This is an optimization exercise on Yosys and OpenROAD, whose aim is small area, not a production implementation. Where RTL was checked, it was by simulation tests only, not by an equivalence proof against the original.

==> job 9877 <==
## Segway
module Segway(clk,RST_n,INERT_SS_n,INERT_MOSI,INERT_SCLK,
              INERT_MISO,INERT_INT,A2D_SS_n,A2D_MOSI,A2D_SCLK,
			  A2D_MISO,PWM1_lft,PWM2_lft,PWM1_rght,PWM2_rght,
			  OVR_I_lft,OVR_I_rght,piezo_n,piezo,RX);
clock: 12.0 ns
lec_check: 0
abc_area: 1
cap_margin: 20
core_margin: 2
core_utilization: 40
slew_margin: 20
run.sh (not shown) runs the stock make flow with config.mk's settings and CLKGATE_MAP_FILE= SYNTH_SCRIPT=/design/flow/synth_recipe.tcl, a recipe that flattens the netlist after the stock synthesis.
==> inputs of job 7494, as changes to job 9877 <==
--- a/flow/config.mk
+++ b/flow/config.mk
@@ -6,5 +6,4 @@
 export NUM_CORES = 4
 export LEC_CHECK = 0
-export ABC_AREA = 1
 export CAP_MARGIN = 20
 export CORE_MARGIN = 2
==> results.sh <==
export IMPL_status="no timing/DRC/antenna violations"
export IMPL_placed_cells=5065
export IMPL_final_cell_mix="inv_1, ha_1, nor2_1"
export IMPL_syn_inst=3969
export IMPL_floorplan_initialDensity_pct=40.48
export IMPL_synth_most_common_cell="inv_1"
export IMPL_switchingPower_w=0.0007378
export IMPL_fmax_mhz=89.86
export IMPL_wire_per_inst_um=14.06
export IMPL_synthSimpleGateAreaFrac_pct=16.74
(the above is from job 7494)
==> results.sh <==
export IMPL_status="no timing/DRC/antenna violations"
export IMPL_placed_cells=5662
export IMPL_fmax_mhz=92.75
export IMPL_grt_busiest_layer="met2"
export IMPL_syn_inst=4551
export IMPL_synthSimpleGateAreaFrac_pct=20.07
export IMPL_final_cell_mix="nand2_1, inv_1, ha_1"
export IMPL_synth_most_common_cell="nand2_1"
export IMPL_floorplan_initialDensity_pct=40.44
(the above is from job 9877)
No run of this note included a check of the RTL's function; only the layout flow was run.

* * *

==> inputs of 01-14 <==
Segway, a different RTL version from the one above (not shown whole).
==> module inertial_integrator, before the edit <==
module inertial_integrator(clk, rst_n, vld, ptch_rt, AZ, ptch, win, step);
input clk, rst_n, vld;
input signed [15:0]ptch_rt;
input signed [15:0]AZ;
output signed [15:0]ptch;
input win;			 
input [5:0] step;	 
localparam PTCH_RT_OFFSET = 16'h0050;
localparam [15:0] AZ_K = 16'hFF60;	 
reg signed [26:0]ptch_int;
logic signed [15:0]ptch_rt_comp;
assign ptch = ptch_int[26:11];
assign ptch_rt_comp = ptch_rt - PTCH_RT_OFFSET;
reg sc;				 
reg [8:1] d;		 
reg [2:0] cy;		 
reg ybit;			 
wire lo = (step < 6'd16);
wire az_b = AZ[step[3:0]];
wire k_b = AZ_K[step[3:0]];
wire cur = lo ? (az_b ^ k_b ^ sc) : d[1];
wire [5:0] pidx = step - 6'd13;
wire pb = (step < 6'd13) ? 1'b0 : (step > 6'd28) ? ~ptch[15] : ~ptch[pidx[3:0]];
wire [3:0] col = cur + d[1] + d[2] + d[6] + d[8] + pb + cy;
always_ff @(posedge clk) begin
	if (!win) begin
		sc <= 1'b0;
		d <= 8'h00;
		cy <= 3'b000;
	end else begin
		sc <= (az_b & k_b) | (az_b & sc) | (k_b & sc);
		d <= {d[7:1], cur};
		cy <= col[3:1];
	end
	ybit <= col[0];
end
wire fus_pos = ~ybit;
always @(posedge clk, negedge rst_n)
	if(!rst_n)
		ptch_int <= 0;
	else if(vld)
		ptch_int <= ptch_int - {{11{ptch_rt_comp[15]}},ptch_rt_comp} + (fus_pos ? 27'sd1024 : -27'sd1024);
endmodule
==> module PWM11, before the edit <==
module PWM11(clk, rst_n, cnt, duty, PWM_sig);
input clk, rst_n;
input [10:0] cnt;
input [10:0] duty;
output reg PWM_sig;
always_ff @(posedge clk)
	PWM_sig <= (cnt < duty);
endmodule
==> module mtr_drv, before the edit <==
module mtr_drv(clk,rst_n,lft_mag_in,lft_sgn_in,rght_mag_in,rght_sgn_in,OVR_I_lft,OVR_I_rght,PWM1_lft,
               PWM2_lft,PWM1_rght,PWM2_rght);
  input clk,rst_n;
  input [10:0] lft_mag_in, rght_mag_in;
  input lft_sgn_in, rght_sgn_in;
  input OVR_I_lft, OVR_I_rght;
  output PWM1_lft, PWM2_lft, PWM1_rght, PWM2_rght;
  reg [10:0] cnt;
  reg [10:0] lft_mag, rght_mag;
  reg lft_sgn, rght_sgn, lft_sgn_nxt, rght_sgn_nxt;
  reg OVR_I_ff1,OVR_I_ff2,OVR_I_ff3;
  reg OVR_I_shtdwn;
  reg [6:0] OVR_I_cnt;
  reg [3:0] PWM_cycle_cnt;
  reg OVR_I_inc_blank_n;
  wire PWM_lft,PWM_rght;
  wire PWM_synch, pre_synch;
  wire OVR_I_rise;
  wire OVR_I_blank_n;
  always_ff @(posedge clk, negedge rst_n)
    if(!rst_n) 
      cnt <= 11'h000;
    else 
      cnt <= cnt + 1;
  assign PWM_synch = &cnt;
  assign pre_synch = (cnt == 11'h7FE);
  assign OVR_I_blank_n = |cnt[10:8];
  always_ff @(posedge clk, negedge rst_n)
    if (!rst_n) begin
	   lft_mag <= 11'h000;
	   rght_mag <= 11'h000;
	 end else if (pre_synch) begin
	   lft_mag <= lft_mag_in;
	   rght_mag <= rght_mag_in;
	 end
  always_ff @(posedge clk)
    if (pre_synch) begin
      lft_sgn_nxt <= lft_sgn_in;
      rght_sgn_nxt <= rght_sgn_in;
    end
  always_ff @(posedge clk, negedge rst_n)
    if (!rst_n) begin
	   lft_sgn <= 1'b0;
	   rght_sgn <= 1'b0;
	 end else if (PWM_synch) begin
	   lft_sgn <= lft_sgn_nxt;
	   rght_sgn <= rght_sgn_nxt;
	 end
  PWM11 iPWM_lft(.clk(clk), .rst_n(rst_n), .cnt(cnt), .duty(lft_mag), .PWM_sig(PWM_lft)); 
  PWM11 iPWM_rght(.clk(clk), .rst_n(rst_n), .cnt(cnt), .duty(rght_mag), .PWM_sig(PWM_rght));
  always_ff @(posedge clk, negedge rst_n)
    if (!rst_n) begin
	  OVR_I_ff1 <= 1'b0;
	  OVR_I_ff2 <= 1'b0;
	  OVR_I_ff3 <= 1'b0;
	end else begin
	  OVR_I_ff1 <= OVR_I_blank_n & (OVR_I_lft | OVR_I_rght);
	  OVR_I_ff2 <= OVR_I_ff1;
	  OVR_I_ff3 <= OVR_I_ff2;
	end
  assign OVR_I_rise = OVR_I_ff2 & ~OVR_I_ff3;
  always_ff @(posedge clk, negedge rst_n)
    if (!rst_n)
      OVR_I_cnt <= 7'h00;
    else if (OVR_I_rise & OVR_I_inc_blank_n)
      OVR_I_cnt <= OVR_I_cnt + 1;
    else if ((&PWM_cycle_cnt) & PWM_synch & (|OVR_I_cnt))
	  OVR_I_cnt <= OVR_I_cnt - 1;
  always_ff @(posedge clk)
    if (PWM_synch)
	  OVR_I_inc_blank_n <= 1'b1;
	else if (OVR_I_rise)
	  OVR_I_inc_blank_n <= 1'b0;
  always_ff @(posedge clk, negedge rst_n)
    if (!rst_n)
	  PWM_cycle_cnt <= 4'h0;
	else if (PWM_synch)
	  PWM_cycle_cnt <= PWM_cycle_cnt + 1;
  always_ff @(posedge clk, negedge rst_n)
    if (!rst_n)
	  OVR_I_shtdwn <= 1'b0;
	else if (&OVR_I_cnt)
	  OVR_I_shtdwn <= 1'b1;
  wire off = OVR_I_ff2 | ~OVR_I_inc_blank_n | OVR_I_shtdwn;
  assign PWM1_lft = ~off & ~lft_sgn & PWM_lft;
  assign PWM2_lft = ~off & lft_sgn & PWM_lft;
  assign PWM1_rght = ~off & ~rght_sgn & PWM_rght;
  assign PWM2_rght = ~off & rght_sgn & PWM_rght;
endmodule
clock: 12.0 ns
lec_check: 0
abc_area: 1
cap_margin: 20
core_margin: 2
core_utilization: 60
cts_buf_list: sky130_fd_sc_hd__clkbuf_8
cts_cluster_size: 20
slew_margin: 20
standard.sh (not shown) runs the stock make flow with config.mk's settings and CLKGATE_MAP_FILE= SYNTH_SCRIPT=/design/flow/synth_recipe.tcl, a recipe that flattens the netlist after the stock synthesis.
==> flow/flow/run.sh <==
#!/bin/bash
set -euo pipefail
export FLOW_FLOW_DIR=$(cd "$(dirname "${BASH_SOURCE[0]}")" && pwd)
{ cat "$FLOW_FLOW_DIR/abc_override.tcl"; cat synth_recipe.tcl; } > my_synth.tcl
bash standard.sh SYNTH_SCRIPT=$PWD/my_synth.tcl \
  "SYNTH_OPERATIONS_ARGS=-booth -extra-map $FLOW_FLOW_DIR/lcu_ripple.v" \
  ADDER_MAP_FILE= finish > flow.log 2>&1
==> flow/flow/abc_override.tcl <==
# Map with an area-oriented ABC script instead of the flow's default one.
# Only the combinational mapping changes; the registers are mapped before.
proc abc {args} {
  set i [lsearch -exact $args -script]
  if { $i >= 0 } {
    set args [lreplace $args [expr {$i + 1}] [expr {$i + 1}] $::env(FLOW_FLOW_DIR)/area.abc]
  }
  yosys abc {*}$args
}
==> flow/flow/area.abc <==
strash
dc2
dch -f
amap
topo
==> flow/flow/lcu_ripple.v <==
(* techmap_celltype = "$lcu" *)
module _80_lcu_ripple (P, G, CI, CO);
	parameter WIDTH = 2;
	(* force_downto *)
	input [WIDTH-1:0] P, G;
	input CI;
	(* force_downto *)
	output [WIDTH-1:0] CO;
	genvar i;
	generate for (i = 0; i < WIDTH; i = i + 1) begin : g
		if (i == 0)
			assign CO[i] = G[i] | (P[i] & CI);
		else
			assign CO[i] = G[i] | (P[i] & CO[i-1]);
	end endgenerate
endmodule
==> 09-12 (differences from 01-14) <==
--- a/flow/design.v
+++ b/flow/design.v
@@ -237,20 +237,17 @@
 module inertial_integrator(clk, rst_n, vld, ptch_rt, AZ, ptch, win, step);
 input clk, rst_n, vld;
 input signed [15:0]ptch_rt;
 input signed [15:0]AZ;
 output signed [15:0]ptch;
 input win;			 
 input [5:0] step;	 
-localparam PTCH_RT_OFFSET = 16'h0050;
 localparam [15:0] AZ_K = 16'hFF60;	 
 reg signed [26:0]ptch_int;
-logic signed [15:0]ptch_rt_comp;
 assign ptch = ptch_int[26:11];
-assign ptch_rt_comp = ptch_rt - PTCH_RT_OFFSET;
 reg sc;				 
 reg [8:1] d;		 
 reg [2:0] cy;		 
 reg ybit;			 
 wire lo = (step < 6'd16);
 wire az_b = AZ[step[3:0]];
 wire k_b = AZ_K[step[3:0]];
@@ -267,19 +264,22 @@
 		sc <= (az_b & k_b) | (az_b & sc) | (k_b & sc);
 		d <= {d[7:1], cur};
 		cy <= col[3:1];
 	end
 	ybit <= col[0];
 end
 wire fus_pos = ~ybit;
+wire w = ptch_rt[15] & ~|ptch_rt[14:7] & (ptch_rt[6:0] < 7'h50);
+wire [26:0] nb = ~{{11{ptch_rt[15]}}, ptch_rt};
+wire [26:0] kk = {{10{~fus_pos | w}}, ~fus_pos ^ w, {5{~fus_pos}}, 11'h451};
 always @(posedge clk, negedge rst_n)
 	if(!rst_n)
 		ptch_int <= 0;
 	else if(vld)
-		ptch_int <= ptch_int - {{11{ptch_rt_comp[15]}},ptch_rt_comp} + (fus_pos ? 27'sd1024 : -27'sd1024);
+		ptch_int <= ptch_int + nb + kk;
 endmodule
 module inert_intf(clk,rst_n,ptch,ptch_rt,vld,SS_n,SCLK,
                   MOSI,MISO,INT,boot);
   parameter fast_sim = 1;
   input clk, rst_n;
   input MISO;
   input INT;
@@ -673,32 +673,34 @@
 			tmr <= '0;
 		else
 			tmr <= {tmr[14:0], ~(tmr[15] ^ tmr[14] ^ tmr[12] ^ tmr[3])};
 	assign full = (tmr == 16'hD577);
 	steer_en_SM SM(.clk, .rst_n, .clr_tmr(clr), .tmr_full(full), .sum_gt_min, .sum_lt_min,
 	               .diff_gt_1_4(diff_gt), .diff_gt_15_16(diff_gt), .rider_off, .en_steer, .steer_st);
 endmodule
-module PWM11(clk, rst_n, cnt, duty, PWM_sig);
+module PWM11(clk, rst_n, cnt, duty, en, PWM_sig);
 input clk, rst_n;
 input [10:0] cnt;
 input [10:0] duty;
+input en;			 
 output reg PWM_sig;
 always_ff @(posedge clk)
-	PWM_sig <= (cnt < duty);
+	PWM_sig <= en & (cnt < duty);
 endmodule
 module mtr_drv(clk,rst_n,lft_mag_in,lft_sgn_in,rght_mag_in,rght_sgn_in,OVR_I_lft,OVR_I_rght,PWM1_lft,
                PWM2_lft,PWM1_rght,PWM2_rght);
   input clk,rst_n;
   input [10:0] lft_mag_in, rght_mag_in;
   input lft_sgn_in, rght_sgn_in;
   input OVR_I_lft, OVR_I_rght;
   output PWM1_lft, PWM2_lft, PWM1_rght, PWM2_rght;
   reg [10:0] cnt;
   reg [10:0] lft_mag, rght_mag;
   reg lft_sgn, rght_sgn, lft_sgn_nxt, rght_sgn_nxt;
+  reg spd_vld;
   reg OVR_I_ff1,OVR_I_ff2,OVR_I_ff3;
   reg OVR_I_shtdwn;
   reg [6:0] OVR_I_cnt;
   reg [3:0] PWM_cycle_cnt;
   reg OVR_I_inc_blank_n;
   wire PWM_lft,PWM_rght;
   wire PWM_synch, pre_synch;
@@ -709,36 +711,32 @@
       cnt <= 11'h000;
     else 
       cnt <= cnt + 1;
   assign PWM_synch = &cnt;
   assign pre_synch = (cnt == 11'h7FE);
   assign OVR_I_blank_n = |cnt[10:8];
   always_ff @(posedge clk, negedge rst_n)
-    if (!rst_n) begin
-	   lft_mag <= 11'h000;
-	   rght_mag <= 11'h000;
-	 end else if (pre_synch) begin
-	   lft_mag <= lft_mag_in;
-	   rght_mag <= rght_mag_in;
-	 end
+    if (!rst_n)
+      spd_vld <= 1'b0;
+    else if (pre_synch)
+      spd_vld <= 1'b1;
   always_ff @(posedge clk)
     if (pre_synch) begin
+	   lft_mag <= lft_mag_in;
+	   rght_mag <= rght_mag_in;
       lft_sgn_nxt <= lft_sgn_in;
       rght_sgn_nxt <= rght_sgn_in;
     end
-  always_ff @(posedge clk, negedge rst_n)
-    if (!rst_n) begin
-	   lft_sgn <= 1'b0;
-	   rght_sgn <= 1'b0;
-	 end else if (PWM_synch) begin
+  always_ff @(posedge clk)
+    if (PWM_synch) begin
 	   lft_sgn <= lft_sgn_nxt;
 	   rght_sgn <= rght_sgn_nxt;
 	 end
-  PWM11 iPWM_lft(.clk(clk), .rst_n(rst_n), .cnt(cnt), .duty(lft_mag), .PWM_sig(PWM_lft)); 
-  PWM11 iPWM_rght(.clk(clk), .rst_n(rst_n), .cnt(cnt), .duty(rght_mag), .PWM_sig(PWM_rght));
+  PWM11 iPWM_lft(.clk(clk), .rst_n(rst_n), .cnt(cnt), .duty(lft_mag), .en(spd_vld), .PWM_sig(PWM_lft)); 
+  PWM11 iPWM_rght(.clk(clk), .rst_n(rst_n), .cnt(cnt), .duty(rght_mag), .en(spd_vld), .PWM_sig(PWM_rght));
   always_ff @(posedge clk, negedge rst_n)
     if (!rst_n) begin
 	  OVR_I_ff1 <= 1'b0;
 	  OVR_I_ff2 <= 1'b0;
 	  OVR_I_ff3 <= 1'b0;
 	end else begin
 	  OVR_I_ff1 <= OVR_I_blank_n & (OVR_I_lft | OVR_I_rght);
==> flow/flow/run.sh (replaced) <==
#!/bin/bash
set -euo pipefail
export FLOW_FLOW_DIR=$(cd "$(dirname "${BASH_SOURCE[0]}")" && pwd)
CTS_SIZE=${CTS_SIZE:-18}
CTS_DIAM=${CTS_DIAM:-70}
{ cat "$FLOW_FLOW_DIR/abc_override.tcl"; cat synth_recipe.tcl; } > my_synth.tcl
bash standard.sh SYNTH_SCRIPT=$PWD/my_synth.tcl \
  "SYNTH_OPERATIONS_ARGS=-booth -extra-map $FLOW_FLOW_DIR/lcu_ripple.v" \
  ADDER_MAP_FILE= \
  "CTS_ARGS=-sink_clustering_enable -repair_clock_nets -sink_clustering_size $CTS_SIZE -sink_clustering_max_diameter $CTS_DIAM -buf_list sky130_fd_sc_hd__clkbuf_8 -dont_use_dummy_load" \
  finish > flow.log 2>&1
==> flow/flow/area.abc (replaced) <==
strash
dc2
dch -f
amap
strash
dc2
dch -f
amap
topo
==> flow/config.mk (replaced) <==
export PLATFORM = sky130hd
export DESIGN_NAME = Segway
export DESIGN_NICKNAME = Segway
export VERILOG_FILES = /design/flow/design.v
export SDC_FILE = /design/flow/constraint.sdc
export NUM_CORES = 4
export LEC_CHECK = 0
export ABC_AREA = 1
export CAP_MARGIN = 20
export CORE_MARGIN = 2
export CORE_UTILIZATION = 40
export SLEW_MARGIN = 20
==> 08-09 (differences from 01-14) <==
--- a/flow/design.v
+++ b/flow/design.v
@@ -15,21 +15,21 @@
 endmodule
 module UART_rx(clk, rst_n, RX, clr_rdy, is_67, is_73, rdy);
 input clk, rst_n, RX, clr_rdy;
 output reg is_67, is_73;
 output reg rdy;
 logic start, shft;
 logic [3:0] bit_cnt;
-logic [11:0] baud_cnt;	 
+logic [11:0] baud_cnt;
 logic IM_1, IM_2;
 logic recieving;
 logic state;			 
 localparam [7:0] B67 = 8'h67;
 localparam [7:0] B73 = 8'h73;
-assign shft = (baud_cnt == 12'h1B1);
+assign shft = (baud_cnt == 0);
 always_ff @(posedge clk) begin
 	IM_1 <= RX;
 	IM_2 <= IM_1;
 end
 wire [2:0] bidx = bit_cnt[2:0] - 3'd1;
 wire dbit = (bit_cnt != 0) && (bit_cnt <= 8);
 always_ff @(posedge clk) begin
@@ -39,19 +39,19 @@
 	end else if (shft && dbit) begin
 		is_67 <= is_67 & (IM_2 == B67[bidx]);
 		is_73 <= is_73 & (IM_2 == B73[bidx]);
 	end
 end
 always_ff @(posedge clk) begin
 	if(start)
-		baud_cnt <= 12'hE77;
+		baud_cnt <= 1303;
 	else if(shft)
-		baud_cnt <= 12'h000;
+		baud_cnt <= 2604;
 	else if(recieving)
-		baud_cnt <= {baud_cnt[10:0], ~(baud_cnt[11] ^ baud_cnt[5] ^ baud_cnt[3] ^ baud_cnt[0])};
+		baud_cnt <= baud_cnt -1;
 end
 always_ff @(posedge clk) begin
 	if(start)
 		bit_cnt <= 0;
 	else if(shft)
 		bit_cnt <= bit_cnt + 1;
 end
@@ -274,20 +274,20 @@
 always @(posedge clk, negedge rst_n)
 	if(!rst_n)
 		ptch_int <= 0;
 	else if(vld)
 		ptch_int <= ptch_int - {{11{ptch_rt_comp[15]}},ptch_rt_comp} + (fus_pos ? 27'sd1024 : -27'sd1024);
 endmodule
 module inert_intf(clk,rst_n,ptch,ptch_rt,vld,SS_n,SCLK,
-                  MOSI,MISO,INT,boot);
+                  MOSI,MISO,INT,boot_hi);
   parameter fast_sim = 1;
   input clk, rst_n;
   input MISO;
   input INT;
-  input boot;				 
+  input boot_hi;			 
   output signed [15:0] ptch;
   output signed [15:0] ptch_rt;
   output reg vld;
   output SS_n,SCLK,MOSI;
   reg [9:0] timer;			 
   reg [7:0] AZl;
   reg [7:0] ptch_rt_h,ptch_rt_l;
@@ -323,15 +323,19 @@
   always_ff @(posedge clk)
     if (init)
       cmd_id <= state[2:0];
   wire win = (state == AZH) && (&timer[9:6]);
   inertial_integrator iINT(.clk(clk), .rst_n(rst_n), .vld(vld),
                            .ptch_rt(ptch_rt), .AZ(AZ), .ptch(ptch),
                            .win(win), .step(timer[5:0]));
-  always_ff @(posedge clk) begin
+  always_ff @(posedge clk,negedge rst_n)
+    if (!rst_n) begin
+	  INT_ff1 <= 1'b0;
+	  INT_ff2 <= 1'b0;
+	end else begin
 	  INT_ff1 <= INT;
 	  INT_ff2 <= INT_ff1;
 	end
   always_ff @(posedge clk,negedge rst_n)
     if (!rst_n)
 	  state <= INIT1;
 	else
@@ -349,15 +353,15 @@
 	capture_ptchl = 0;
 	capture_ptchh = 0;
 	capture_AZl = 0;
 	vld = 0;
 	nxt_state = INIT1;
 	 case (state)
 	   INIT1 : begin
-		  if (boot) begin
+		  if (&timer && boot_hi) begin
 		    wrt = 1;
 		    nxt_state = INIT2;
 		  end
 	   end
 	   INIT2 : begin
 		  if (&timer) begin
 		    wrt = 1;
@@ -454,37 +458,36 @@
 	wire signed [17:0]ptch_err_sat_sext;
 	wire signed [17:0]I_mux1_mux2;
 	wire signed[17:0]ptch_err_sat_sext_sum;
 	wire I_overflow;
 	logic signed [12:0]D_term_temp;
 	logic signed [12:0]D_term;
 	logic signed [15:0] P_term_sext, I_term_sext, D_term_sext, PID_sum;
-	reg [11:0] ss_pre;
+	reg [10:0] ss_pre;
 	reg [7:0] ss_cnt;
-	wire pre_wrap = (ss_pre == 12'h23F);
-	always_ff @(posedge clk)begin
-		if(!pwr_up) begin
-			ss_cnt <= 8'h00;
-			ss_pre <= 12'h000;
-		end else if(!(&ss_cnt)) begin
-			ss_pre <= pre_wrap ? 12'h000 : {ss_pre[10:0], ~(ss_pre[11] ^ ss_pre[5] ^ ss_pre[3] ^ ss_pre[0])};
-			if (pre_wrap)
-				ss_cnt <= ss_cnt + 1'b1;
-		end
+	always_ff @(posedge clk, negedge rst_n)begin
+		if(!rst_n)
+			{ss_cnt, ss_pre} <= 19'h0;
+		else if(!pwr_up)
+			{ss_cnt, ss_pre} <= 19'h0;
+		else if(!(&ss_cnt))
+			{ss_cnt, ss_pre} <= {ss_cnt, ss_pre} + 1'b1;
 	end
 	assign ss_tmr = ss_cnt;
 	assign ptch_err_sat = (~ptch[15] && (|ptch[14:9]))?10'h1ff:
 								(ptch[15] && !(&ptch[14:9]))? 10'h200:
 								{ptch[15], ptch[8:0]};
 	assign P_term = ptch_err_sat * $signed(P_COEFF);
 	assign ptch_err_sat_sext = {{8{ptch_err_sat[9]}},ptch_err_sat};
 	assign ptch_err_sat_sext_sum = ptch_err_sat_sext + integrator;
 	assign I_overflow = (ptch_err_sat_sext[17] == integrator[17] && ptch_err_sat_sext_sum[17] != integrator[17])? 1:0;
-	always_ff @(posedge clk)begin
-		if(rider_off)
+	always_ff @(posedge clk, negedge rst_n)begin
+		if(!rst_n)
+			integrator <= 0;
+		else if(rider_off)
 			integrator <= 0;
 		else if(vld && !I_overflow)
 			integrator <= ptch_err_sat_sext_sum;
 	end
 	generate if(fast_sim)begin
 		assign I_term = (~integrator[17] && (|integrator[17:15]))? 15'h3fff:
 						(integrator[17] && ~&integrator[17:15])? 15'h4000:
@@ -652,15 +655,15 @@
 	localparam WT_HYSTERESIS = 8'h40;
 	logic [12:0]sum;
 	logic [11:0]diff;
 	logic [11:0]sum_15_16;
 	logic [11:0]thr;
 	logic clr, full, steer_st, diff_gt;
 	logic sum_lt_min, sum_gt_min;
-	reg [15:0]tmr;		 
+	reg [14:0]tmr;
 	assign sum = lft_ld + rght_ld;
 	assign diff = lft_ld - rght_ld;
 	assign sum_lt_min = (sum < MIN_RIDER_WT - WT_HYSTERESIS);
 	assign sum_gt_min = (sum > MIN_RIDER_WT + WT_HYSTERESIS);
 	wire [3:0] g = sum[3:1] + sum[3:2] + sum[3];
 	assign sum_15_16 = {sum[11:4], g} - {3'b000, sum[12:4]};
 	assign thr = steer_st ? sum_15_16 : {1'b0, sum[12:2]};
@@ -668,26 +671,30 @@
 	wire [11:0] x = diff ^ {12{neg}};
 	wire [12:0] cmp = {1'b0, x} + {1'b0, ~thr} + neg;
 	assign diff_gt = cmp[12];
 	always @(posedge clk)
 		if(clr)
 			tmr <= '0;
 		else
-			tmr <= {tmr[14:0], ~(tmr[15] ^ tmr[14] ^ tmr[12] ^ tmr[3])};
-	assign full = (tmr == 16'hD577);
+			tmr <= tmr + 1;
+	assign full = &tmr;
 	steer_en_SM SM(.clk, .rst_n, .clr_tmr(clr), .tmr_full(full), .sum_gt_min, .sum_lt_min,
 	               .diff_gt_1_4(diff_gt), .diff_gt_15_16(diff_gt), .rider_off, .en_steer, .steer_st);
 endmodule
 module PWM11(clk, rst_n, cnt, duty, PWM_sig);
 input clk, rst_n;
 input [10:0] cnt;
 input [10:0] duty;
 output reg PWM_sig;
-always_ff @(posedge clk)
-	PWM_sig <= (cnt < duty);
+always_ff @(posedge clk, negedge rst_n) begin
+	if(!rst_n)
+		PWM_sig <= 1'b0;
+	else
+		PWM_sig <= (cnt < duty);
+end
 endmodule
 module mtr_drv(clk,rst_n,lft_mag_in,lft_sgn_in,rght_mag_in,rght_sgn_in,OVR_I_lft,OVR_I_rght,PWM1_lft,
                PWM2_lft,PWM1_rght,PWM2_rght);
   input clk,rst_n;
   input [10:0] lft_mag_in, rght_mag_in;
   input lft_sgn_in, rght_sgn_in;
   input OVR_I_lft, OVR_I_rght;
@@ -837,43 +844,46 @@
 				update = 1;
 				nxt_state = IDLE;
 			end
 		end
 	endcase
 end
 endmodule
-module piezo_drv(input clk, input rst_n, input en_steer, input too_fast, input batt_low, output piezo, output piezo_n, output boot);
+module piezo_drv(input clk, input rst_n, input en_steer, input too_fast, input batt_low, output piezo, output piezo_n, output boot_hi);
 parameter fast_sim = 1'b1;
 logic [18:0] note_tmr;		 
 logic [8:0] freq_tmr;		 
 logic [21:0] repeat_tmr;	 
 logic note_tmr_full, repeat_full, rst_note_dur;
 logic freq_full;
 logic [8:0] half;
 typedef enum reg[2:0] {IDLE, NOTE1, NOTE2, NOTE3, NOTE4, NOTE5, NOTE6} state_nm;
 state_nm state, nxt_state;
-wire [21:0] repeat_nxt = {repeat_tmr[20:0], ~(repeat_tmr[21] ^ repeat_tmr[20])};
-assign repeat_full = (repeat_tmr == 22'h38C82B);
-assign boot = (repeat_tmr == 22'h3878F7);
+assign repeat_full = (repeat_tmr == 22'd2343750);	 
+assign boot_hi = &repeat_tmr[15:10];
 always_ff @(posedge clk, negedge rst_n) begin
 	if(!rst_n)
 		repeat_tmr <= '0;
 	else if(repeat_full)
 		repeat_tmr <= '0; 
 	else
-		repeat_tmr <= repeat_nxt;
+		repeat_tmr <= repeat_tmr + 1'b1;
 end
-always_ff @(posedge clk) begin
-	if(rst_note_dur | note_tmr_full)
+always_ff @(posedge clk, negedge rst_n) begin
+	if(!rst_n)
+		note_tmr <= '0;
+	else if(rst_note_dur | note_tmr_full)
 		note_tmr <= '0;
 	else
 		note_tmr <= note_tmr + 1'b1;
 end
-always_ff @(posedge clk) begin
-	if (freq_full || rst_note_dur)
+always_ff @(posedge clk, negedge rst_n) begin
+	if(!rst_n)
+		freq_tmr <= '0;
+	else if (freq_full || rst_note_dur)
 		freq_tmr <= '0;
 	else
 		freq_tmr <= freq_tmr + 1'b1;	
 end
 assign piezo = (freq_tmr >= half);
 assign piezo_n = ~piezo;
 always_ff @(posedge clk, negedge rst_n) begin
@@ -1006,23 +1016,23 @@
   logic batt11;							 
   logic [11:0] steer_pot;
   logic norm_mode;						 
   logic en_steer;						 
   logic rider_off;						 
   logic batt_low;
   logic too_fast;
-  logic boot;							 
+  logic boot_hi;						 
   logic pwr_up;							 
   localparam BATT_THRES = 12'h800;
   localparam fast_sim = 1;
   Auth_blk iAuth(.clk(clk),.rst_n(rst_n),.RX(RX),.rider_off(rider_off),.pwr_up(pwr_up));
   inert_intf #(fast_sim) iNEMO(.clk(clk),.rst_n(rst_n),.ptch(ptch),.ptch_rt(ptch_rt),
                    .vld(vld),.SS_n(INERT_SS_n),.SCLK(INERT_SCLK),
 				   .MOSI(INERT_MOSI),.MISO(INERT_MISO),
-				   .INT(INERT_INT),.boot(boot));
+				   .INT(INERT_INT),.boot_hi(boot_hi));
   balance_cntrl #(fast_sim) iBAL(.clk(clk),.rst_n(rst_n),.vld(vld),.ptch(ptch),
                      .ptch_rt(ptch_rt),.pwr_up(pwr_up),.rider_off(rider_off),
 					 .steer_pot(steer_pot),.en_steer(en_steer),.lft_mag(lft_mag),.lft_sgn(lft_sgn),
 					 .rght_mag(rght_mag),.rght_sgn(rght_sgn),.too_fast(too_fast));
   steer_en #(fast_sim) iSTR(.clk(clk),.rst_n(rst_n),.lft_ld(lft_ld),
                             .rght_ld(rght_ld),
 							.en_steer(en_steer),.rider_off(rider_off));
@@ -1031,10 +1041,10 @@
 			   .PWM1_rght(PWM1_rght),.PWM2_rght(PWM2_rght),
 			   .OVR_I_lft(OVR_I_lft),.OVR_I_rght(OVR_I_rght));
   A2D_intf iA2D(.clk(clk),.rst_n(rst_n),.nxt(vld),.lft_ld(lft_ld),.rght_ld(rght_ld),
                 .batt11(batt11),.steer_pot(steer_pot),.SS_n(A2D_SS_n),.SCLK(A2D_SCLK),
 				.MOSI(A2D_MOSI),.MISO(A2D_MISO));
   assign batt_low = ~batt11;		 
   piezo_drv #(fast_sim) iBUZZ(.clk(clk),.rst_n(rst_n),.en_steer(en_steer),.too_fast(too_fast),
-              .batt_low(batt_low),.piezo(piezo),.piezo_n(piezo_n),.boot(boot));
+              .batt_low(batt_low),.piezo(piezo),.piezo_n(piezo_n),.boot_hi(boot_hi));
   rst_synch iRST(.clk(clk),.RST_n(RST_n),.rst_n(rst_n));
 endmodule
==> flow/config.mk (replaced) <==
export PLATFORM = sky130hd
export DESIGN_NAME = Segway
export DESIGN_NICKNAME = Segway
export VERILOG_FILES = /design/flow/design.v
export SDC_FILE = /design/flow/constraint.sdc
export NUM_CORES = 4
export LEC_CHECK = 0
export ABC_AREA = 1
export CAP_MARGIN = 20
export CORE_MARGIN = 2
export CORE_UTILIZATION = 40
export SLEW_MARGIN = 20
==> summary.txt <==
The lowest wire length belongs to 09-12, the highest to 08-09.
09-12 completed with no timing, DRC or antenna violations. 01-14 produced a clean layout. 08-09 completed without violations.
In 01-14 the critical path depth is higher than in 08-09, by 2.
The highest setup slack belongs to 01-14, the lowest to 08-09.
Synthesized cell count, highest first: 08-09, 01-14, 09-12.
The RTL of 01-14 and 08-09 was laid out without a check of its function.
